Background: an optimization exercise with open tools, aiming at small area. Do not read the settings as production practice. In this exercise RTL edits were held to simulation tests only and were not proved equivalent to the original.

// Cordic_hardware
module Cordic_hardware (x1, y1, clk, clr, angle, x2, y2);
  input [31:0] x1, y1, angle;
  input clk, clr;
  output [31:0] x2, y2;
  localparam [32*11-1:0] ALPHAS = {32'h3D652EDC, 32'h3DE52ECE, 32'h3E652E94, 32'h3EE52DAF,
    32'h3F652A1B, 32'h3FE51BCA, 32'h4064E2AA, 32'h40E40022, 32'h41609474, 32'h41D4853A,
    32'h42340000};
  reg [3:0] age;
  wire full = (age == 4'd10);
  always @(posedge clk)
    if (clr) age <= 4'd0;
    else if (!full) age <= age + 4'd1;
  wire zout = clr | ~full;
  wire [33:0] xr [1:11];
  wire [33:0] yr [1:11];
  wire [31:0] x [0:11];
  wire [31:0] y [0:11];
  wire [31:0] t [0:11];
  assign x[0] = x1;
  assign y[0] = y1;
  assign t[0] = angle;
  genvar i;
  for (i = 0; i < 11; i = i + 1) begin : st
    cordic #(.K(i), .ALPHA(ALPHAS[32*i +: 32])) cordicblock (.clk(clk),
      .x1(x[i]), .y1(y[i]), .theta(t[i]), .zx(i == 10 ? zout : 1'b0),
      .x2(xr[i+1]), .y2(yr[i+1]), .theta2(t[i+1]));
    fadd_back nx(.sgn(xr[i+1][33]), .expo(xr[i+1][32:25]), .D(xr[i+1][24:0]), .s(x[i+1]));
    fadd_back ny(.sgn(yr[i+1][33]), .expo(yr[i+1][32:25]), .D(yr[i+1][24:0]), .s(y[i+1]));
  end
  assign x2 = x[11];
  assign y2 = y[11];
endmodule
export LEC_CHECK = 0
export ABC_AREA = 1
export ABC_CLOCK_PERIOD_IN_PS = 11000
export CAP_MARGIN = 20
export CORE_MARGIN = 2
export CORE_UTILIZATION = 40
export PLACE_DENSITY = 0.5
export SETUP_SLACK_MARGIN = 0.2
export SLEW_MARGIN = 20
create_clock -name core_clock -period 13.0 [get_ports {clk}]
standard.sh (not shown) runs the stock make flow with config.mk's settings and CLKGATE_MAP_FILE= SYNTH_SCRIPT=/design/flow/synth_recipe.tcl, a recipe that flattens the netlist after the stock synthesis.
==> flow/flow/run.sh <==
#!/bin/bash
# Layout flow: the standard ORFS flow, except for technology mapping in
# synthesis (flow/mysynth.tcl): no full/half-adder cell extraction, the
# 24-bit prefix adders (module bk24) are kept as modules and mapped with
# flow/map_keep.abc, and the rest is mapped for area with flow/map.abc.
# The netlist is flattened before it is written; registers and every step
# after synthesis are as in the standard flow.
set -euo pipefail
W=$(pwd)
export MY_ABC_SCRIPT=$W/flow/map.abc
export MY_ABC_SCRIPT_KEEP=$W/flow/map_keep.abc
export MY_KEEP_MODULES="bk24"
bash standard.sh SYNTH_SCRIPT=$W/flow/mysynth.tcl ADDER_MAP_FILE= finish > $W/flow_make.log 2>&1
==> flow/flow/map.abc <==
strash
&get -n
&deepsyn -T 60
&put
dch -f
amap -m -F 4 -A 8
topo
stime -p
buffer -p
upsize {D}
dnsize {D}
==> flow/flow/map_keep.abc <==
strash
dch -f
amap -m -F 4 -A 8
topo
stime -p
buffer -p
upsize {D}
dnsize {D}
==> flow/flow/mysynth.tcl <==
# The standard flow's synthesis script (synth_recipe.tcl) with one change: technology
# mapping. The modules listed in MY_KEEP_MODULES (the prefix adders) are kept
# as separate modules through synthesis and mapped with MY_ABC_SCRIPT_KEEP, so
# that their carry structure is not rebuilt for area; the rest of the design
# is mapped with MY_ABC_SCRIPT. The design is flattened before it is written.
proc synth {args} { yosys synth -nofsm -noshare {*}$args }
set f [open $::env(SCRIPTS_DIR)/synth.tcl]
set txt [read $f]
close $f
set old {log_cmd abc {*}$abc_args}
set new {
  log_cmd abc {*}[lreplace $abc_args 1 1 $::env(MY_ABC_SCRIPT_KEEP)] {*}$::env(MY_KEEP_MODULES)
  log_cmd abc {*}[lreplace $abc_args 1 1 $::env(MY_ABC_SCRIPT)] $::env(DESIGN_NAME)
}
if { [string first $old $txt] < 0 } { error "abc call not found in synth.tcl" }
set txt [string map [list $old $new] $txt]
set old2 {hierarchy -check -top $::env(DESIGN_NAME)}
set new2 {hierarchy -check -top $::env(DESIGN_NAME)
foreach m $::env(MY_KEEP_MODULES) { setattr -mod -set keep_hierarchy 1 $m }}
if { [string first $old2 $txt] < 0 } { error "hierarchy call not found in synth.tcl" }
set txt [string map [list $old2 $new2] $txt]
eval $txt
# left out here: clear keep_hierarchy, flatten, clean up, hide names made inside functions, write 1_2_yosys.v
Then changed:
Settings changed: SETUP_SLACK_MARGIN 0.2 to 0.05.
What happened: Wire length drops slightly. Count of clock-buffer cells in the layout is unchanged. Synthesized area does not change. Critical path depth drops by 1. Maximum frequency increases slightly. Non-clock buffer count shrinks by 59. Register-to-register slack improved by 0.08 ns.

==> re-timing with driven ports <==
In the flow no input, the clock included, has a driving cell. The finished layouts below were timed again as built, in two steps. Step 1 assumes that a clkbuf_16 drives the clock port and a buf_2 every other input. Step 2, shift: input delay + t, output delay - t, t = (earliest + latest rising clock arrival at the registers) / 2. This alone moves slack from input paths to output paths. Three values: ideal, step 1, step 2; two values: the first two.
run | t (ns) | slack for setup (ns) | slew at the worst register clock pin (ns)
the first run | 0.978 | 0.748 / 0.748 / 0.305 | 0.07 / 0.07
the second run | 0.976 | 0.825 / 0.825 / 0.306 | 0.07 / 0.07
After both steps every run listed still meets setup and hold. For the second run, which loses most, drivers alone change the setup slack by 0.000 ns; drivers and shift together by -0.519 ns.
